This design comes from an exercise in tuning for small area on the open sky130 flow, not from production work. Function was checked by simulation only, so behaviour that the tests miss may differ from the original. Power and IR drop assume default switching activity.

## design/flow/flow/run.sh

```bash
#!/bin/bash
# Layout flow: the standard synthesis, then an area-oriented re-mapping of
# its combinational logic (every register kept as the
# standard synthesis made it, same instance names and cell types), then the
# standard layout from floorplan to finish on that netlist.
set -e
set -o pipefail
HERE=$(pwd)
RES=$HERE/orfs/results/$FLOW_PLATFORM/LT24Top/base
LIB=$FLOW_HOME/platforms/$FLOW_PLATFORM/lib/sky130_fd_sc_hd__tt_025C_1v80.lib

YOSYS=""
for c in "${YOSYS_EXE:-}" "$FLOW_HOME/../tools/install/yosys/bin/yosys" "$(command -v yosys || true)"; do
    if [ -n "$c" ] && [ -x "$c" ]; then YOSYS=$c; break; fi
done
[ -n "$YOSYS" ] || { echo "no yosys found"; exit 1; }

# 1. standard synthesis
bash standard.sh synth > "$HERE/1_standard_synth.log" 2>&1
cp "$RES/1_2_yosys.v" "$HERE/1_2_yosys_standard.v"

# 2. re-map the combinational logic for area
cat > "$HERE/reopt.abc" <<'EOS'
strash; &get -n; &deepsyn -T 60; &put; dch -f; amap; topo; dnsize -c
EOS
cat > "$HERE/reopt.ys" <<EOS
read_liberty -ignore_miss_func $LIB
read_verilog $HERE/1_2_yosys_standard.v
blackbox sky130_fd_sc_hd__df* sky130_fd_sc_hd__ed* sky130_fd_sc_hd__sdf* sky130_fd_sc_hd__dl* sky130_fd_sc_hd__conb_*
hierarchy -top $FLOW_TOP
flatten
opt_clean
stat -liberty $LIB
abc -script $HERE/reopt.abc -liberty $LIB -dont_use sky130_fd_sc_hd__probe_p_8 -dont_use sky130_fd_sc_hd__probec_p_8 -dont_use sky130_fd_sc_hd__lpflow_*
opt_clean -purge
hierarchy -top $FLOW_TOP
stat -liberty $LIB
write_verilog -noattr -nohex -nodec $HERE/1_2_yosys_reopt.v
EOS
"$YOSYS" -s "$HERE/reopt.ys" > "$HERE/2_reopt_yosys.log" 2>&1

# registers must be unchanged
grep -E "sky130_fd_sc_hd__(df|edf|sdf|dlx|dlr|dlclkp|sdlclkp)" "$HERE/1_2_yosys_standard.v" | awk '{print $1, $2}' | sort > "$HERE/regs_standard.txt"
grep -E "sky130_fd_sc_hd__(df|edf|sdf|dlx|dlr|dlclkp|sdlclkp)" "$HERE/1_2_yosys_reopt.v" | awk '{print $1, $2}' | sort > "$HERE/regs_reopt.txt"
cmp "$HERE/regs_standard.txt" "$HERE/regs_reopt.txt"

cp "$HERE/1_2_yosys_reopt.v" "$RES/1_2_yosys.v"
rm -f "$RES/1_synth.odb" "$RES/1_synth.sdc"

# 3. standard layout from the re-mapped netlist
bash standard.sh finish > "$HERE/3_standard_finish.log" 2>&1
```

## design/flow/standard.sh

```bash
#!/bin/bash
# synth_recipe.tcl (not shown) runs the flow's synth.tcl, then flattens the netlist and writes it again
# the make line also repeats each setting of config.mk as NAME=value (left out here)
make -C /OpenROAD-flow-scripts/flow DESIGN_CONFIG=/design/flow/config.mk WORK_HOME=/design/flow/orfs CLKGATE_MAP_FILE= SYNTH_SCRIPT=/design/flow/synth_recipe.tcl "${@:-finish}"
```

## design/flow/config.mk

```make
export PLATFORM = sky130hd
export DESIGN_NAME = LT24Top
export DESIGN_NICKNAME = LT24Top
export VERILOG_FILES = /design/flow/design.v
export SDC_FILE = /design/flow/constraint.sdc
export NUM_CORES = 4
export LEC_CHECK = 0
export CAP_MARGIN = 20
export CORE_MARGIN = 2
export CORE_UTILIZATION = 40
export CTS_BUF_LIST = sky130_fd_sc_hd__clkbuf_8
export CTS_CLUSTER_DIAMETER = 60
export CTS_CLUSTER_SIZE = 16
export PLACE_DENSITY = 0.6
export SLEW_MARGIN = 20
```

## design/flow/constraint.sdc

```tcl
create_clock -name core_clock -period 20.0 [get_ports {clock}]
set_input_delay 4.0000 -clock core_clock [delete_from_list [all_inputs] [get_ports {clock}]]
set_output_delay 4.0000 -clock core_clock [all_outputs]
set_load 0.01 [all_outputs]
```

## design/flow/design.v

```verilog
module LT24Top (
    input              clock,
    input              globalReset,
    output             resetApp,
    output             LT24_WRn,
    output             LT24_RDn,
    output             LT24_CSn,
    output             LT24_RS,
    output             LT24_RESETn,
    output [     15:0] LT24_D,
    output             LT24_LCD_ON
);
assign LT24_RDn    = 1'b1;
assign LT24_CSn    = 1'b0;
assign LT24_LCD_ON = 1'b1;
reg [3:0] resetSync;
always @(posedge clock or posedge globalReset)
    if (globalReset) resetSync <= 4'hF;
    else             resetSync <= {resetSync[2:0], 1'b0};
wire reset = resetSync[3];
assign LT24_RESETn = ~reset;
reg [12:0] q;
reg        run;
always @(posedge clock or posedge reset)
    if (reset) begin
        q   <= 13'd204;
        run <= 1'b0;
    end else begin
        q <= q + 13'd1;
        if (q == 13'h14CC) run <= 1'b1;
    end
assign resetApp = reset | ~run;
wire [6:0] romIdx = q[7:1];
wire romHi   = (q[12:8] == 5'h14);
reg [8:0] romWord;
always @(*) begin
    case (romIdx)
        7'd0: romWord = 9'h0ef;
        7'd1: romWord = 9'h103;
        7'd2: romWord = 9'h180;
        7'd3: romWord = 9'h102;
        7'd4: romWord = 9'h0cf;
        7'd5: romWord = 9'h100;
        7'd6: romWord = 9'h181;
        7'd7: romWord = 9'h1c0;
        7'd8: romWord = 9'h0ed;
        7'd9: romWord = 9'h164;
        7'd10: romWord = 9'h103;
        7'd11: romWord = 9'h112;
        7'd12: romWord = 9'h181;
        7'd13: romWord = 9'h0e8;
        7'd14: romWord = 9'h185;
        7'd15: romWord = 9'h101;
        7'd16: romWord = 9'h178;
        7'd17: romWord = 9'h0cb;
        7'd18: romWord = 9'h139;
        7'd19: romWord = 9'h12c;
        7'd20: romWord = 9'h100;
        7'd21: romWord = 9'h134;
        7'd22: romWord = 9'h102;
        7'd23: romWord = 9'h0f7;
        7'd24: romWord = 9'h120;
        7'd25: romWord = 9'h0ea;
        7'd26: romWord = 9'h100;
        7'd27: romWord = 9'h100;
        7'd28: romWord = 9'h0c0;
        7'd29: romWord = 9'h123;
        7'd30: romWord = 9'h0c1;
        7'd31: romWord = 9'h110;
        7'd32: romWord = 9'h0c5;
        7'd33: romWord = 9'h13e;
        7'd34: romWord = 9'h128;
        7'd35: romWord = 9'h0c7;
        7'd36: romWord = 9'h186;
        7'd37: romWord = 9'h036;
        7'd38: romWord = 9'h148;
        7'd39: romWord = 9'h03a;
        7'd40: romWord = 9'h155;
        7'd41: romWord = 9'h0b1;
        7'd42: romWord = 9'h100;
        7'd43: romWord = 9'h11b;
        7'd44: romWord = 9'h0b6;
        7'd45: romWord = 9'h108;
        7'd46: romWord = 9'h182;
        7'd47: romWord = 9'h127;
        7'd48: romWord = 9'h0f2;
        7'd49: romWord = 9'h100;
        7'd50: romWord = 9'h026;
        7'd51: romWord = 9'h101;
        7'd52: romWord = 9'h0e0;
        7'd53: romWord = 9'h10f;
        7'd54: romWord = 9'h131;
        7'd55: romWord = 9'h12b;
        7'd56: romWord = 9'h10c;
        7'd57: romWord = 9'h10e;
        7'd58: romWord = 9'h108;
        7'd59: romWord = 9'h14e;
        7'd60: romWord = 9'h1f1;
        7'd61: romWord = 9'h137;
        7'd62: romWord = 9'h107;
        7'd63: romWord = 9'h110;
        7'd64: romWord = 9'h103;
        7'd65: romWord = 9'h10e;
        7'd66: romWord = 9'h109;
        7'd67: romWord = 9'h100;
        7'd68: romWord = 9'h0e1;
        7'd69: romWord = 9'h100;
        7'd70: romWord = 9'h10e;
        7'd71: romWord = 9'h114;
        7'd72: romWord = 9'h103;
        7'd73: romWord = 9'h111;
        7'd74: romWord = 9'h107;
        7'd75: romWord = 9'h131;
        7'd76: romWord = 9'h1c1;
        7'd77: romWord = 9'h148;
        7'd78: romWord = 9'h108;
        7'd79: romWord = 9'h10f;
        7'd80: romWord = 9'h10c;
        7'd81: romWord = 9'h131;
        7'd82: romWord = 9'h136;
        7'd83: romWord = 9'h10f;
        7'd84: romWord = 9'h0b1;
        7'd85: romWord = 9'h100;
        7'd86: romWord = 9'h101;
        7'd87: romWord = 9'h0f6;
        7'd88: romWord = 9'h101;
        7'd89: romWord = 9'h110;
        7'd90: romWord = 9'h100;
        7'd91: romWord = 9'h011;
        7'd92: romWord = 9'h02a;
        7'd93: romWord = 9'h100;
        7'd94: romWord = 9'h100;
        7'd95: romWord = 9'h100;
        7'd96: romWord = 9'h1ef;
        7'd97: romWord = 9'h02b;
        7'd98: romWord = 9'h100;
        7'd99: romWord = 9'h100;
        7'd100: romWord = 9'h101;
        7'd101: romWord = 9'h13f;
        7'd102: romWord = 9'h029;
        default: romWord = 9'bx;
    endcase
end
reg [7:0] xAddr;
reg [8:0] yAddr;
reg [4:0] xTrack;    
reg [4:0] yTrack;    
wire [3:0] qp = q[3:0];    
wire pixStep = run & (qp == 4'd12);
always @(posedge clock or posedge resetApp)
    if (resetApp) begin
        xAddr <= 8'd0; yAddr <= 9'd0; xTrack <= 5'd0; yTrack <= 5'd0;
    end else if (pixStep) begin
        if (xAddr != 8'd239) begin
            xAddr  <= xAddr + 8'd1;
            xTrack <= ((xTrack[4]&(xTrack[3]|(xTrack[2]|xTrack[1])))) ? 5'd0 : xTrack + 5'd1;
        end else begin
            xAddr  <= 8'd0;
            xTrack <= 5'd0;
            yAddr  <= (yAddr == 9'd319) ? 9'd0 : yAddr + 9'd1;
            yTrack <= (((yTrack[4]&(yTrack[3]|(yTrack[2]|yTrack[1])))) || (yAddr == 9'd0)) ? 5'd0 : yTrack + 5'd1;
        end
    end
reg [18:0] lc;
reg [2:0]  ls;
always @(posedge clock or posedge resetApp)
    if (resetApp) begin
        lc <= 19'd286705;
        ls <= 3'd0;
    end else if (lc == 19'd286720) begin
        lc <= 19'd0;
        case (ls)
            3'd0: ls <= 3'd1;
            3'd1: ls <= 3'd3;
            3'd2: ls <= 3'd3;
            3'd3: ls <= 3'd4;
            3'd4: ls <= 3'd5;
            3'd5: ls <= 3'd6;
            3'd6: ls <= 3'd7;
            3'd7: ls <= 3'd2;
        endcase
    end else begin
        lc <= lc + 19'd1;
    end
wire lSeen  = (lc[18]|(lc[17]|(lc[16]&(lc[15]|lc[14]))));
wire lGreen = lSeen & ~(lc[18]|(lc[17]&(lc[16]&(lc[15]|(lc[14]|lc[13])))));
wire lAhead = (lc[18]|(lc[17]|(lc[16]&(lc[15]|(lc[14]|(lc[13]&(lc[12]&(lc[11]&(lc[10]&(lc[9]&(lc[8]&(lc[7]&(lc[6]&(lc[5]&(lc[4]&(lc[3]|lc[2]))))))))))))))));
wire go_z1L = ((ls==3'd4));
wire go_z1C = ((ls==3'd3));
wire go_z1R = ((ls==3'd0)|(ls==3'd4)|(ls==3'd5)|(ls==3'd6)|(ls==3'd7));
wire go_z1P = ((ls==3'd1)|(ls==3'd2));
wire go_z2L = ((ls==3'd0)|(ls==3'd5)|(ls==3'd7));
wire go_z2C = ((ls==3'd4));
wire go_z2R = ((ls==3'd0)|(ls==3'd1)|(ls==3'd2)|(ls==3'd5)|(ls==3'd6)|(ls==3'd7));
wire go_z2P = ((ls==3'd3));
wire go_z3L = ((ls==3'd1)|(ls==3'd2));
wire go_z3C = ((ls==3'd3)|(ls==3'd5));
wire go_z3R = ((ls==3'd1)|(ls==3'd2)|(ls==3'd3));
wire go_z3P = ((ls==3'd4));
wire go_z4L = ((ls==3'd0)|(ls==3'd6)|(ls==3'd7));
wire go_z4C = ((ls==3'd0)|(ls==3'd1)|(ls==3'd2)|(ls==3'd6)|(ls==3'd7));
wire go_z4R = ((ls==3'd3)|(ls==3'd4));
wire go_z4P = ((ls==3'd5));
wire b_z1P = lSeen ? go_z1P : ((ls==3'd0)|(ls==3'd1)|(ls==3'd3));
wire b_z2P = lSeen ? go_z2P : ((ls==3'd0)|(ls==3'd1)|(ls==3'd4));
wire b_z3P = lSeen ? go_z3P : ((ls==3'd0)|(ls==3'd1)|(ls==3'd5));
wire b_z4P = lSeen ? go_z4P : ((ls==3'd0)|(ls==3'd1)|(ls==3'd6));
reg [1:0] carZ;
reg [1:0] carL;
always @(posedge clock or posedge reset)
    if (reset) begin
        carZ <= 2'd0; carL <= 2'd1;
    end else if (carL == 2'd3) begin
        carZ <= carZ + 2'd1; carL <= 2'd1;
    end else begin
        carL <= carL + 2'd1;
    end
wire [3:0] carId = {carZ, carL};
reg  [131:0] ring;
wire [10:0]  head = ring[131:121];
wire [8:0]   hM   = head[8:0];
wire [1:0]   hSeg = head[10:9];
reg  [10:0]  headNext;
always @(posedge clock) ring <= {ring[120:0], headNext};
wire inWin  = ~(q[3] & q[2]);                   
wire updWin = run & (q[10:4] == 7'd13);
wire upd    = updWin & inWin;
wire par    = ~q[11];
reg  [2:0] snapLs;
reg        snapSeen;
always @(posedge clock)
    if (run & (q[10:0] == 11'd207)) begin
        snapLs   <= ls;
        snapSeen <= lAhead;
    end
reg [8:0] tE;
always @(*) begin
    case ({carId, hSeg})
        6'd4: tE = 9'd149;
        6'd5: tE = 9'd0;
        6'd6: tE = 9'd0;
        6'd7: tE = 9'd319;
        6'd8: tE = 9'd0;
        6'd12: tE = 9'd164;
        6'd15: tE = 9'd0;
        6'd20: tE = 9'd129;
        6'd21: tE = 9'd0;
        6'd22: tE = 9'd0;
        6'd23: tE = 9'd239;
        6'd24: tE = 9'd319;
        6'd28: tE = 9'd114;
        6'd31: tE = 9'd0;
        6'd36: tE = 9'd89;
        6'd37: tE = 9'd0;
        6'd38: tE = 9'd0;
        6'd39: tE = 9'd0;
        6'd40: tE = 9'd239;
        6'd44: tE = 9'd74;
        6'd47: tE = 9'd319;
        6'd52: tE = 9'd189;
        6'd53: tE = 9'd0;
        6'd54: tE = 9'd0;
        6'd55: tE = 9'd0;
        6'd56: tE = 9'd0;
        6'd60: tE = 9'd204;
        6'd63: tE = 9'd239;
        default: tE = 9'bx;
    endcase
end
reg [8:0] tL;
always @(*) begin
    case ({carId, hSeg})
        6'd4: tL = 9'd122;
        6'd5: tL = 9'd113;
        6'd6: tL = 9'd189;
        6'd7: tL = 9'd233;
        6'd8: tL = 9'd233;
        6'd12: tL = 9'd113;
        6'd15: tL = 9'd233;
        6'd20: tL = 9'd113;
        6'd21: tL = 9'd122;
        6'd22: tL = 9'd149;
        6'd23: tL = 9'd6;
        6'd24: tL = 9'd6;
        6'd28: tL = 9'd73;
        6'd31: tL = 9'd6;
        6'd36: tL = 9'd116;
        6'd37: tL = 9'd125;
        6'd38: tL = 9'd129;
        6'd39: tL = 9'd6;
        6'd40: tL = 9'd6;
        6'd44: tL = 9'd205;
        6'd47: tL = 9'd6;
        6'd52: tL = 9'd125;
        6'd53: tL = 9'd116;
        6'd54: tL = 9'd89;
        6'd55: tL = 9'd313;
        6'd56: tL = 9'd313;
        6'd60: tL = 9'd165;
        6'd63: tL = 9'd313;
        default: tL = 9'bx;
    endcase
end
reg [1:0] tNS;
always @(*) begin
    case ({carId, hSeg})
        6'd4: tNS = 2'd1;
        6'd5: tNS = 2'd2;
        6'd6: tNS = 2'd3;
        6'd7: tNS = 2'd0;
        6'd8: tNS = 2'd0;
        6'd12: tNS = 2'd3;
        6'd15: tNS = 2'd0;
        6'd20: tNS = 2'd1;
        6'd21: tNS = 2'd2;
        6'd22: tNS = 2'd3;
        6'd23: tNS = 2'd0;
        6'd24: tNS = 2'd0;
        6'd28: tNS = 2'd3;
        6'd31: tNS = 2'd0;
        6'd36: tNS = 2'd1;
        6'd37: tNS = 2'd2;
        6'd38: tNS = 2'd3;
        6'd39: tNS = 2'd0;
        6'd40: tNS = 2'd0;
        6'd44: tNS = 2'd3;
        6'd47: tNS = 2'd0;
        6'd52: tNS = 2'd1;
        6'd53: tNS = 2'd2;
        6'd54: tNS = 2'd3;
        6'd55: tNS = 2'd0;
        6'd56: tNS = 2'd0;
        6'd60: tNS = 2'd3;
        6'd63: tNS = 2'd0;
        default: tNS = 2'bx;
    endcase
end
reg [0:0] tDir;
always @(*) begin
    case ({carId, hSeg})
        6'd4: tDir = 1'd0;
        6'd5: tDir = 1'd1;
        6'd6: tDir = 1'd1;
        6'd7: tDir = 1'd1;
        6'd8: tDir = 1'd0;
        6'd12: tDir = 1'd0;
        6'd15: tDir = 1'd0;
        6'd20: tDir = 1'd1;
        6'd21: tDir = 1'd1;
        6'd22: tDir = 1'd1;
        6'd23: tDir = 1'd1;
        6'd24: tDir = 1'd1;
        6'd28: tDir = 1'd1;
        6'd31: tDir = 1'd0;
        6'd36: tDir = 1'd1;
        6'd37: tDir = 1'd1;
        6'd38: tDir = 1'd1;
        6'd39: tDir = 1'd0;
        6'd40: tDir = 1'd1;
        6'd44: tDir = 1'd1;
        6'd47: tDir = 1'd1;
        6'd52: tDir = 1'd0;
        6'd53: tDir = 1'd1;
        6'd54: tDir = 1'd1;
        6'd55: tDir = 1'd0;
        6'd56: tDir = 1'd0;
        6'd60: tDir = 1'd0;
        6'd63: tDir = 1'd1;
        default: tDir = 1'bx;
    endcase
end
reg [0:0] tAx;
always @(*) begin
    case ({carId, hSeg})
        6'd4: tAx = 1'd0;
        6'd5: tAx = 1'd0;
        6'd6: tAx = 1'd0;
        6'd7: tAx = 1'd1;
        6'd8: tAx = 1'd0;
        6'd12: tAx = 1'd0;
        6'd15: tAx = 1'd1;
        6'd20: tAx = 1'd1;
        6'd21: tAx = 1'd0;
        6'd22: tAx = 1'd0;
        6'd23: tAx = 1'd0;
        6'd24: tAx = 1'd1;
        6'd28: tAx = 1'd1;
        6'd31: tAx = 1'd0;
        6'd36: tAx = 1'd0;
        6'd37: tAx = 1'd0;
        6'd38: tAx = 1'd0;
        6'd39: tAx = 1'd1;
        6'd40: tAx = 1'd0;
        6'd44: tAx = 1'd0;
        6'd47: tAx = 1'd1;
        6'd52: tAx = 1'd1;
        6'd53: tAx = 1'd0;
        6'd54: tAx = 1'd0;
        6'd55: tAx = 1'd0;
        6'd56: tAx = 1'd1;
        6'd60: tAx = 1'd1;
        6'd63: tAx = 1'd0;
        default: tAx = 1'bx;
    endcase
end
reg [8:0] tF5;
always @(*) begin
    case ({carId, hSeg})
        6'd4: tF5 = 9'd139;
        6'd5: tF5 = 9'd148;
        6'd6: tF5 = 9'd157;
        6'd7: tF5 = 9'd99;
        6'd8: tF5 = 9'd124;
        6'd12: tF5 = 9'd109;
        6'd15: tF5 = 9'd159;
        6'd20: tF5 = 9'd99;
        6'd21: tF5 = 9'd151;
        6'd22: tF5 = 9'd160;
        6'd23: tF5 = 9'd169;
        6'd24: tF5 = 9'd84;
        6'd28: tF5 = 9'd69;
        6'd31: tF5 = 9'd109;
        6'd36: tF5 = 9'd169;
        6'd37: tF5 = 9'd160;
        6'd38: tF5 = 9'd151;
        6'd39: tF5 = 9'd129;
        6'd40: tF5 = 9'd184;
        6'd44: tF5 = 9'd199;
        6'd47: tF5 = 9'd69;
        6'd52: tF5 = 9'd129;
        6'd53: tF5 = 9'd157;
        6'd54: tF5 = 9'd148;
        6'd55: tF5 = 9'd139;
        6'd56: tF5 = 9'd144;
        6'd60: tF5 = 9'd159;
        6'd63: tF5 = 9'd199;
        default: tF5 = 9'bx;
    endcase
end
reg [8:0] tStart, tStop;
always @(*) begin
    case (carZ)
        2'd0: begin tStart = 9'd233; tStop = 9'd187; end
        2'd1: begin tStart = 9'd6; tStop = 9'd91; end
        2'd2: begin tStart = 9'd6; tStop = 9'd51; end
        2'd3: begin tStart = 9'd313; tStop = 9'd227; end
    endcase
end
reg bCar;
always @(*) begin
    case (carId)
        4'd1: bCar = snapSeen ? ((snapLs==3'd4)) : ((snapLs==3'd0)|(snapLs==3'd1)|(snapLs==3'd5));
        4'd2: bCar = snapSeen ? ((snapLs==3'd3)) : ((snapLs==3'd4));
        4'd3: bCar = snapSeen ? ((snapLs==3'd0)|(snapLs==3'd4)|(snapLs==3'd5)|(snapLs==3'd6)|(snapLs==3'd7)) : ((snapLs==3'd2)|(snapLs==3'd5)|(snapLs==3'd6)|(snapLs==3'd7));
        4'd5: bCar = snapSeen ? ((snapLs==3'd0)|(snapLs==3'd5)|(snapLs==3'd7)) : ((snapLs==3'd0)|(snapLs==3'd1)|(snapLs==3'd2)|(snapLs==3'd6));
        4'd6: bCar = snapSeen ? ((snapLs==3'd4)) : ((snapLs==3'd5));
        4'd7: bCar = snapSeen ? ((snapLs==3'd0)|(snapLs==3'd1)|(snapLs==3'd2)|(snapLs==3'd5)|(snapLs==3'd6)|(snapLs==3'd7)) : ((snapLs==3'd2)|(snapLs==3'd3)|(snapLs==3'd6)|(snapLs==3'd7));
        4'd9: bCar = snapSeen ? ((snapLs==3'd1)|(snapLs==3'd2)) : ((snapLs==3'd0)|(snapLs==3'd1)|(snapLs==3'd3));
        4'd10: bCar = snapSeen ? ((snapLs==3'd3)|(snapLs==3'd5)) : ((snapLs==3'd4)|(snapLs==3'd6));
        4'd11: bCar = snapSeen ? ((snapLs==3'd1)|(snapLs==3'd2)|(snapLs==3'd3)) : ((snapLs==3'd3)|(snapLs==3'd4));
        4'd13: bCar = snapSeen ? ((snapLs==3'd0)|(snapLs==3'd6)|(snapLs==3'd7)) : ((snapLs==3'd0)|(snapLs==3'd1)|(snapLs==3'd2)|(snapLs==3'd7));
        4'd14: bCar = snapSeen ? ((snapLs==3'd0)|(snapLs==3'd1)|(snapLs==3'd2)|(snapLs==3'd6)|(snapLs==3'd7)) : ((snapLs==3'd2)|(snapLs==3'd3)|(snapLs==3'd7));
        4'd15: bCar = snapSeen ? ((snapLs==3'd3)|(snapLs==3'd4)) : ((snapLs==3'd4)|(snapLs==3'd5));
        default: bCar = 1'bx;
    endcase
end
wire held    = (hSeg == 2'd0) & (&hM[7:3]) & (hM[8] == carZ[0]);
wire atStop  = (hSeg == 2'd0) & (hM == tStop);
wire segEnd  = hSeg[0] ^ hSeg[1] | (hM == tE);
wire [8:0] hStep = hM + {{8{~tDir}}, 1'b1};
always @(*) begin
    headNext = head;
    if (resetApp) headNext = {2'd0, tStart};
    else if (upd & par) begin
        if (held)                 headNext = (&hM[2:0]) ? {2'd0, tStop} : {2'd0, hM[8:3], hM[2:0] + 3'd1};
        else if (atStop & ~bCar)  headNext = {2'd0, carZ[0], 8'd249};
        else if (segEnd)          headNext = {tNS, tL};
        else                      headNext = {hSeg, hStep};
    end
end
wire [8:0] drawM = held ? tStop : hM;
wire [8:0] pixM = tAx ? yAddr : {1'b0, xAddr};
wire [8:0] pixF = tAx ? {1'b0, xAddr} : yAddr;
wire [9:0] dM = {1'b0, pixM} - {1'b0, drawM} + 10'd5;
wire [9:0] dF = {1'b0, pixF} - {1'b0, tF5};
wire carHit = ~(dM[9]|(dM[8]|(dM[7]|(dM[6]|(dM[5]|(dM[4]|(dM[3]&(dM[2]|(dM[1]&dM[0]))))))))) & ~(dF[9]|(dF[8]|(dF[7]|(dF[6]|(dF[5]|(dF[4]|(dF[3]&(dF[2]|(dF[1]&dF[0]))))))))) & (drawM[8]|(drawM[7]|(drawM[6]|(drawM[5]|(drawM[4]|(drawM[3]|(drawM[2]&(drawM[1]|drawM[0]))))))));
reg  [3:0] bestCar;    
wire takeCar = carHit & (carId > bestCar);
wire [3:0] carSel = takeCar ? carId : bestCar;
always @(posedge clock)
    if (qp == 4'd0)  bestCar <= carHit ? carId : 4'd0;
    else if (inWin)  bestCar <= carSel;
reg [3:0] c10x, c10y;     
always @(posedge clock or posedge resetApp)
    if (resetApp) begin
        c10x <= 4'd6; c10y <= 4'd6;
    end else if (pixStep) begin
        c10x <= (c10x == 4'd9) ? 4'd0 : c10x + 4'd1;
        if (xAddr == 8'd239) c10y <= (c10y == 4'd9) ? 4'd0 : c10y + 4'd1;
    end
reg [2:0] ax, ay;            
always @(*) begin
    case (c10x)
        4'd5: ax = 3'd0; 4'd4, 4'd6: ax = 3'd1; 4'd3, 4'd7: ax = 3'd2;
        4'd2, 4'd8: ax = 3'd3; 4'd1, 4'd9: ax = 3'd4; default: ax = 3'd5;
    endcase
    case (c10y)
        4'd5: ay = 3'd0; 4'd4, 4'd6: ay = 3'd1; 4'd3, 4'd7: ay = 3'd2;
        4'd2, 4'd8: ay = 3'd3; 4'd1, 4'd9: ay = 3'd4; default: ay = 3'd5;
    endcase
end
wire diskXY = (ay == 3'd0) | ((ay <= 3'd3) & (ax <= 3'd4)) | ((ay == 3'd4) & (ax <= 3'd3)) | ((ay == 3'd5) & (ax == 3'd0));
wire band1 = ((xAddr[7]&(xAddr[6]|(xAddr[5]&(xAddr[4]&xAddr[3]))))&~(xAddr[7]&(xAddr[6]&(xAddr[5]|(xAddr[4]|(xAddr[3]|(xAddr[2]|(xAddr[1]&xAddr[0])))))))) & ((yAddr[8]|(yAddr[7]|(yAddr[6]|(yAddr[5]&(yAddr[4]&(yAddr[3]|(yAddr[2]&yAddr[1])))))))&~(yAddr[8]|(yAddr[7]|(yAddr[6]&(yAddr[5]|(yAddr[4]&(yAddr[3]&(yAddr[2]&(yAddr[1]&yAddr[0])))))))));
wire band2 = ((xAddr[7]|(xAddr[6]|(xAddr[5]|(xAddr[4]|(xAddr[3]&(xAddr[2]&xAddr[1]))))))&~(xAddr[7]|(xAddr[6]|(xAddr[5]&(xAddr[4]&(xAddr[3]|(xAddr[2]&(xAddr[1]&xAddr[0])))))))) & ((yAddr[8]|(yAddr[7]|(yAddr[6]&(yAddr[5]|(yAddr[4]&(yAddr[3]|yAddr[2]))))))&~(yAddr[8]|(yAddr[7]|(yAddr[6]&(yAddr[5]|(yAddr[4]&(yAddr[3]&(yAddr[2]&(yAddr[1]&yAddr[0])))))))));
wire band3 = ((xAddr[7]|(xAddr[6]|(xAddr[5]&(xAddr[4]|(xAddr[3]&(xAddr[2]&(xAddr[1]|xAddr[0])))))))&~(xAddr[7]|(xAddr[6]|(xAddr[5]&(xAddr[4]&xAddr[3]))))) & ((yAddr[8]|(yAddr[7]&(yAddr[6]&yAddr[5])))&~(yAddr[8]&(yAddr[7]|(yAddr[6]|(yAddr[5]|(yAddr[4]|(yAddr[3]&(yAddr[2]|(yAddr[1]|yAddr[0])))))))));
wire band4 = ((xAddr[7]&(xAddr[6]|(xAddr[5]&(xAddr[4]&xAddr[3]))))&~(xAddr[7]&(xAddr[6]&(xAddr[5]&(xAddr[4]|(xAddr[3]|(xAddr[2]|(xAddr[1]|xAddr[0])))))))) & ((yAddr[8]|(yAddr[7]&(yAddr[6]&yAddr[5])))&~(yAddr[8]|(yAddr[7]&(yAddr[6]&(yAddr[5]&(yAddr[4]|(yAddr[3]&(yAddr[2]|(yAddr[1]&yAddr[0])))))))));
wire disk3 = (ay == 3'd0) ? ((xAddr[7]|(xAddr[6]|(xAddr[5]&(xAddr[4]|(xAddr[3]&(xAddr[2]&(xAddr[1]|xAddr[0])))))))&~(xAddr[7]|(xAddr[6]|(xAddr[5]&(xAddr[4]&xAddr[3]))))) : (ay <= 3'd3) ? ((xAddr[7]|(xAddr[6]|(xAddr[5]&(xAddr[4]|(xAddr[3]&(xAddr[2]&xAddr[1]))))))&~(xAddr[7]|(xAddr[6]|(xAddr[5]&(xAddr[4]&(xAddr[3]|(xAddr[2]&(xAddr[1]&xAddr[0])))))))) : (ay == 3'd4) ? ((xAddr[7]|(xAddr[6]|(xAddr[5]&(xAddr[4]|(xAddr[3]&(xAddr[2]&(xAddr[1]&xAddr[0])))))))&~(xAddr[7]|(xAddr[6]|(xAddr[5]&(xAddr[4]&(xAddr[3]|(xAddr[2]&xAddr[1]))))))) : (xAddr == 8'd50);
wire circHit = ((band1 | band2 | band4) & diskXY) | (band3 & disk3 & (yAddr != 9'd255));
wire qRight = (xAddr[7]|(xAddr[6]&(xAddr[5]&(xAddr[4]&xAddr[3]))));
wire qLow = (yAddr[8]|(yAddr[7]&(yAddr[6]|yAddr[5])));
wire [1:0] circGrp = qLow ? (qRight ? 2'd3 : 2'd2) : (qRight ? 2'd0 : 2'd1);
reg [1:0] circSub;
always @(*) begin
    circSub = 2'd0;
    case (circGrp)
        2'd0: begin
            if (((yAddr[8]|(yAddr[7]|(yAddr[6]&(yAddr[5]|(yAddr[4]|(yAddr[3]&(yAddr[2]|(yAddr[1]&yAddr[0]))))))))&~(yAddr[8]|(yAddr[7]|(yAddr[6]&(yAddr[5]|(yAddr[4]&(yAddr[3]|(yAddr[2]&(yAddr[1]|yAddr[0])))))))))) circSub = 2'd1;
            if (((yAddr[8]|(yAddr[7]|(yAddr[6]&(yAddr[5]|(yAddr[4]|(yAddr[3]|(yAddr[2]|(yAddr[1]|yAddr[0]))))))))&~(yAddr[8]|(yAddr[7]|(yAddr[6]&(yAddr[5]|(yAddr[4]|(yAddr[3]&(yAddr[2]|(yAddr[1]&yAddr[0])))))))))) circSub = 2'd2;
            if (((yAddr[8]|(yAddr[7]|(yAddr[6]|(yAddr[5]&(yAddr[4]&(yAddr[3]|(yAddr[2]&yAddr[1])))))))&~(yAddr[8]|(yAddr[7]|(yAddr[6]&(yAddr[5]|(yAddr[4]|(yAddr[3]|(yAddr[2]|(yAddr[1]|yAddr[0])))))))))) circSub = 2'd3;
        end
        2'd1: begin
            if (((xAddr[7]|(xAddr[6]|(xAddr[5]&(xAddr[4]|(xAddr[3]|(xAddr[2]|(xAddr[1]&xAddr[0])))))))&~(xAddr[7]|(xAddr[6]|(xAddr[5]&(xAddr[4]|(xAddr[3]&(xAddr[2]&(xAddr[1]|xAddr[0]))))))))) circSub = 2'd1;
            if (((xAddr[7]|(xAddr[6]|(xAddr[5]|(xAddr[4]&(xAddr[3]&(xAddr[2]|(xAddr[1]|xAddr[0])))))))&~(xAddr[7]|(xAddr[6]|(xAddr[5]&(xAddr[4]|(xAddr[3]|(xAddr[2]|(xAddr[1]&xAddr[0]))))))))) circSub = 2'd2;
            if (((xAddr[7]|(xAddr[6]|(xAddr[5]|(xAddr[4]|(xAddr[3]&(xAddr[2]&xAddr[1]))))))&~(xAddr[7]|(xAddr[6]|(xAddr[5]|(xAddr[4]&(xAddr[3]&(xAddr[2]|(xAddr[1]|xAddr[0]))))))))) circSub = 2'd3;
        end
        2'd2: begin
            if (((yAddr[8]|(yAddr[7]&(yAddr[6]&(yAddr[5]&(yAddr[4]|(yAddr[3]&(yAddr[2]|yAddr[1])))))))&~(yAddr[8]|(yAddr[7]&(yAddr[6]&(yAddr[5]&(yAddr[4]&(yAddr[3]|yAddr[2])))))))) circSub = 2'd1;
            if (((yAddr[8]|(yAddr[7]&(yAddr[6]&(yAddr[5]&(yAddr[4]&(yAddr[3]|yAddr[2]))))))&~(yAddr[8]|(yAddr[7]&(yAddr[6]&(yAddr[5]&(yAddr[4]&(yAddr[3]&(yAddr[2]&(yAddr[1]&yAddr[0])))))))))) circSub = 2'd2;
            if ((yAddr[8]&~(yAddr[8]&(yAddr[7]|(yAddr[6]|(yAddr[5]|(yAddr[4]|(yAddr[3]&(yAddr[2]|(yAddr[1]|yAddr[0])))))))))) circSub = 2'd3;
        end
        2'd3: begin
            if (((xAddr[7]&(xAddr[6]&(xAddr[5]|(xAddr[4]|(xAddr[3]|(xAddr[2]|xAddr[1]))))))&~(xAddr[7]&(xAddr[6]&(xAddr[5]|(xAddr[4]|(xAddr[3]&xAddr[2]))))))) circSub = 2'd1;
            if (((xAddr[7]&(xAddr[6]&(xAddr[5]|(xAddr[4]|(xAddr[3]&xAddr[2])))))&~(xAddr[7]&(xAddr[6]&(xAddr[5]|(xAddr[4]&(xAddr[3]|(xAddr[2]&xAddr[1])))))))) circSub = 2'd2;
            if (((xAddr[7]&(xAddr[6]&(xAddr[5]|(xAddr[4]&(xAddr[3]|(xAddr[2]&xAddr[1]))))))&~(xAddr[7]&(xAddr[6]&(xAddr[5]&(xAddr[4]|(xAddr[3]|(xAddr[2]|(xAddr[1]|xAddr[0]))))))))) circSub = 2'd3;
        end
    endcase
end
wire [3:0] circId = {circGrp, circSub};
reg circGo;
always @(*) begin
    case (circId)
        4'd0: circGo = go_z1L;
        4'd1: circGo = go_z1C;
        4'd2: circGo = go_z1R;
        4'd3: circGo = go_z1P;
        4'd4: circGo = go_z2L;
        4'd5: circGo = go_z2C;
        4'd6: circGo = go_z2R;
        4'd7: circGo = go_z2P;
        4'd8: circGo = go_z3L;
        4'd9: circGo = go_z3C;
        4'd10: circGo = go_z3R;
        4'd11: circGo = go_z3P;
        4'd12: circGo = go_z4L;
        4'd13: circGo = go_z4C;
        4'd14: circGo = go_z4R;
        4'd15: circGo = go_z4P;
    endcase
end
wire circGreen = lGreen | ((circId == 4'd4) & ((ls==3'd7) | (ls==3'd0)));
wire [3:0] circCode = circGo ? (circGreen ? 4'd9 : 4'd8) : 4'd7;
wire grass = (~(xAddr[7]|(xAddr[6]|(xAddr[5]&(xAddr[4]&(xAddr[3]&xAddr[2]))))) | (xAddr[7]&(xAddr[6]|(xAddr[5]&(xAddr[4]&(xAddr[3]|(xAddr[2]|(xAddr[1]&xAddr[0])))))))) & (~(yAddr[8]|(yAddr[7]|(yAddr[6]&(yAddr[5]&(yAddr[4]|(yAddr[3]|yAddr[2])))))) | (yAddr[8]|(yAddr[7]&(yAddr[6]&(yAddr[5]|(yAddr[4]&(yAddr[3]&(yAddr[2]|(yAddr[1]&yAddr[0])))))))));
wire xDash = ~(xTrack[4]|(xTrack[3]&(xTrack[2]|xTrack[1])));
wire yDash = ~(yTrack[4]|(yTrack[3]&(yTrack[2]|yTrack[1])));
reg [3:0] code;
always @(*) begin
    code = grass ? 4'd1 : 4'd0;
    if ((xAddr == 8'd119) && yDash) code = 4'd2;
    else if ((yAddr == 9'd159) && xDash) code = 4'd2;
    if (b_z1P && ((yAddr[8]|(yAddr[7]|(yAddr[6]&(yAddr[5]&(yAddr[4]|(yAddr[3]|(yAddr[2]|(yAddr[1]&yAddr[0]))))))))&~(yAddr[8]|(yAddr[7]&(yAddr[6]|yAddr[5])))) && (xAddr == 8'd179) && yDash) code = 4'd3;
    if (b_z2P && ((xAddr[7]|(xAddr[6]&(xAddr[5]&(xAddr[4]&(xAddr[3]|(xAddr[2]&(xAddr[1]&xAddr[0])))))))&~(xAddr[7]&(xAddr[6]|(xAddr[5]&(xAddr[4]&(xAddr[3]|xAddr[2])))))) && (yAddr == 9'd99) && xDash) code = 4'd3;
    if (b_z3P && ((yAddr[8]|(yAddr[7]|(yAddr[6]&(yAddr[5]&(yAddr[4]|(yAddr[3]|(yAddr[2]|(yAddr[1]&yAddr[0]))))))))&~(yAddr[8]|(yAddr[7]&(yAddr[6]|yAddr[5])))) && (xAddr == 8'd59) && yDash) code = 4'd3;
    if (b_z4P && ((xAddr[7]|(xAddr[6]|(xAddr[5]&(xAddr[4]&(xAddr[3]&(xAddr[2]|(xAddr[1]&xAddr[0])))))))&~(xAddr[7]|(xAddr[6]&(xAddr[5]&(xAddr[4]&xAddr[3]))))) && (yAddr == 9'd219) && xDash) code = 4'd3;
    case (carSel)
        4'd1: code = 4'd4;
        4'd2: code = 4'd5;
        4'd3: code = 4'd6;
        4'd5: code = 4'd5;
        4'd6: code = 4'd4;
        4'd7: code = 4'd6;
        4'd9: code = 4'd5;
        4'd10: code = 4'd6;
        4'd11: code = 4'd4;
        4'd13: code = 4'd6;
        4'd14: code = 4'd4;
        4'd15: code = 4'd5;
        default: ;
    endcase
    if (circHit) code = circCode;
    if ((xAddr == 8'd0) && (yAddr == 9'd0) && (yTrack == 5'd0)) code = 4'd0;
end
reg [3:0] colourCode;
always @(posedge clock or posedge resetApp)
    if (resetApp) colourCode <= 4'd10;
    else if (qp == 4'd11) colourCode <= code;
reg [16:0] colourWord;  
always @(*) begin
    case (colourCode)
        4'd0: colourWord = 17'h10000;
        4'd1: colourWord = 17'h18400;
        4'd2: colourWord = 17'h1ffff;
        4'd3: colourWord = 17'h187f0;
        4'd4: colourWord = 17'h1fc08;
        4'd5: colourWord = 17'h1001f;
        4'd6: colourWord = 17'h187ff;
        4'd7: colourWord = 17'h1f800;
        4'd8: colourWord = 17'h1ffe0;
        4'd9: colourWord = 17'h187e0;
        4'd10: colourWord = 17'h00029;
        default: colourWord = 17'h10000;
    endcase
end
reg [16:0] busWord;  
always @(*) begin
    if (run) begin
        case (q[3:1])
            3'd7: busWord = 17'h0002A;
            3'd0: busWord = 17'h10000;
            3'd1: busWord = {9'h100, xAddr};
            3'd2: busWord = 17'h0002B;
            3'd3: busWord = {16'h8000, yAddr[8]};
            3'd4: busWord = {9'h100, yAddr[7:0]};
            3'd5: busWord = 17'h0002C;
            default: busWord = colourWord;
        endcase
    end else if (romHi) begin
        busWord = {romWord[8], 8'h00, romWord[7:0]};
    end else begin
        busWord = 17'h10000;
    end
end
assign LT24_RS  = busWord[16];
assign LT24_D   = busWord[15:0];
assign LT24_WRn = q[0] & (run | romHi);
endmodule
```

==> flow_metrics.py <==
metrics = {
    "run_status": {
        "status": "finished clean",
    },
    "detailed_routing": {
        "wl_mm": 33.4,
        "wl_per_cell_um": 18.9,
        "dr.pass1.iters": 5,
        "vias": 10300,
        "drcViolationCount": 0,
        "drt-initial-drc-count": 1061,
        "routed_via_density": 5.87,
        "postRouteAntennaNets": 0,
    },
    "place": {
        "port-buffer-count": 21,
        "place.gp.congestion": 0.947,
        "hpwl_mm": 24.9,
    },
    "final_layout": {
        "final_core_util_pct": 45.2,
        "fin_nets": 1416,
        "area_growth_pct": 11.0,
        "diodes": 0,
        "layout-drive-gt1-share_pct": 5.05,
        "nFillCells": 2674,
    },
    "sta": {
        "finalHoldViolCount": 0,
        "fmax_ghz": 0.115,
        "drv_slew": 0,
        "setup_viol": 0,
        "tightest_slew_ps": 1050,
        "whs_ps": 315,
        "min_period_over_period_pct": 43.6,
        "rsz0062_at_grt": "false",
        "skew_ps": 32.5,
        "max-slew-margin-rel_pct": 29.4,
        "setup_tns_ps": 0,
        "fin_crit_ps": 8730,
    },
    "grt": {
        "grt_use_total_pct": 23.8,
        "grt_pass1_wl_mm": 53.6,
        "grt_pass1_vias": 9673,
        "antenna_found_initial": 1,
        "grt_max_degree": 51,
        "gr-total-overflow": 0,
    },
    "cts": {
        "cts.reportedPaths.clkPinSlew_ps": 100,
        "cts_tree": "built",
        "cts_root_buffer": "clkbuf_8",
        "postCtsSetupRepairBufs": 0,
        "numCtsBuffers": 22,
        "clock_latency_ps": 550,
        "clkSinkCount": 223,
        "cts_resized": 0,
        "cts_hold_buf": 0,
        "htree_levels": 1,
        "clockBufferDepth": 3,
    },
    "logic_synthesis": {
        "syn_inst": 1358,
        "yosysWarnings": 1,
        "synth_area_um2": 10600,
        "syn_area_per_cell_um2": 7.79,
    },
    "die": {
        "dieArea_um2": 27800,
        "core_area_um2": 26000,
        "row_count": 59,
        "initial_core_util_pct": 40.7,
        "die_y_um": 167,
        "dieWidth_um": 167,
        "ios": 25,
    },
    "job": {
        "maxCapViolCount": 0,
    },
    "critical_path": {
        "crit_type": "reg -> out",
        "worst-path-max-fanout": 17,
        "arrival_ps": 4730,
        "cp_data_required_time_ps": 16000,
        "start_kind": "flop",
        "worstSetupEndpointType": "output port",
    },
    "worst_hold_path": {
        "holdCritPathClass": "reg -> reg",
    },
    "power": {
        "p_leak_nw": 4.27,
        "powerDensity_nw_per_um2": 62.3,
        "power.ir.vdd_worst_mv": 0.0616,
    },
}
[metal layers]
| metal | track usage [%] | share of wire (%) | routed length, um | up-vias |
|---|---|---|---|---|
| met1 | 34.7 | 45 | 15000 | 4771 |
| met5 | 0 | 0.021 | 7 | - |
| met3 | 4.09 | 8.6 | 2880 | 94 |
| met2 | 35.5 | 43 | 14300 | 496 |
| li1 | - | - | - | 4969 |
| met4 | 8.36 | 3.7 | 1230 | 2 |
[where the power goes]
part	switching (W)	internal [W]
Clock	0.000162	0.000118
Combinational	0.00000139	0.000000373
Sequential	0.000000198	0.000449
Total	0.000163	0.000568
[registers in the layout, summed over array words and instances, names as in the netlist]
name	flops
colourCode	4
snapLs	3
resetSync	4
c10y	4
carL	2
xAddr	8
snapSeen	1
c10x	4
bestCar	4
carZ	2
lc	19
run	1
xTrack	5
q	13
ls	3
yTrack	5
ring	132
yAddr	9
[worst paths after layout]
path	slack [ps]	endpoint	startpoint	cells after the start
worst min register to register	320	ring[28]	ring[17]	0
min in group asynchronous	370	q[8]	resetSync[3]	1
worst min-delay path	320	ring[28]	ring[17]	0
max in group asynchronous	16190	resetSync[1]	globalReset	2
worst max register to register	13430	colourCode[1]	carL[1]	22
worst max-delay path	11270	LT24_D[3]	q[2]	13
[layout make-up]
type | count | area [um^2] | share of cell area [%]
well taps | 335 | 419 | 3.57
clock buffers | 24 | 330 | 2.81
clock inverters | 12 | 114 | 0.969
repair buffers | 30 | 278 | 2.36
inverters | 186 | 698 | 5.94
multi-input cells | 951 | 4910 | 41.8
flip-flops and latches | 223 | 4990 | 42.5
[worst max-delay path, stage by stage (launching register included)]
cell and delay (ps):
dfstp_2 690, clkinv_1 550, nor2_1 550, clkinv_1 370, a21oi_1 250, a2111oi_0 90
a21oi_1 210, nor2_1 90, nor2_1 90, o21ai_0 120, a211oi_1 210, nor2_1 60
o41ai_1 280, clkdlybuf4s50_1 620
[per-stage QoR]
step	instances	setup slack [ps]	total power, W	instance area, um^2
after floorplan	1360	11500	0.000460	10600
after global placement	1725	12010	0.000461	11300
after detailed placement	1725	12030	0.000461	11300
after CTS	1761	11400	0.000744	11700
after global routing	1761	10970	0.000763	11700
final	1761	11270	0.000731	11700
[cell usage in the layout, fill, tap and decap left out, drive strengths merged, types with 26 or more instances in the layout]
cell / instances
nor2: 314
clkinv: 194
dfxtp: 132
o21ai: 110
a21oi: 104
nand2: 86
dfrtp: 56
nor3: 50
o22ai: 42
dfstp: 27
a31oi: 26

separate check: timing with driven ports:
In the flow no input, the clock included, has a driving cell. The finished layout below was timed again as built, in two steps. Step 1: set_driving_cell puts a clkbuf_16 on clock and a buf_2 on each other input, an assumption about the parent block. Step 2 moves the port delays by t, midway between the first and last clock arrival at a register: inputs arrive t later, outputs are due t later. That takes back most of the time a late clock gives input paths. Slacks: ideal ports / drivers / drivers and shift; pairs: ideal ports / drivers.
t (ns): 0.580
slack for setup (ns): 11.272 / 11.230 / 11.809
worst setup path after step 2: register to output
worst register clock-pin slew, ns: 0.10 / 0.10
pins driven straight from the clock port: 1
After both steps setup and hold are still met in this run. For this run, drivers alone change the setup slack by -0.042 ns; drivers and shift together by +0.537 ns.
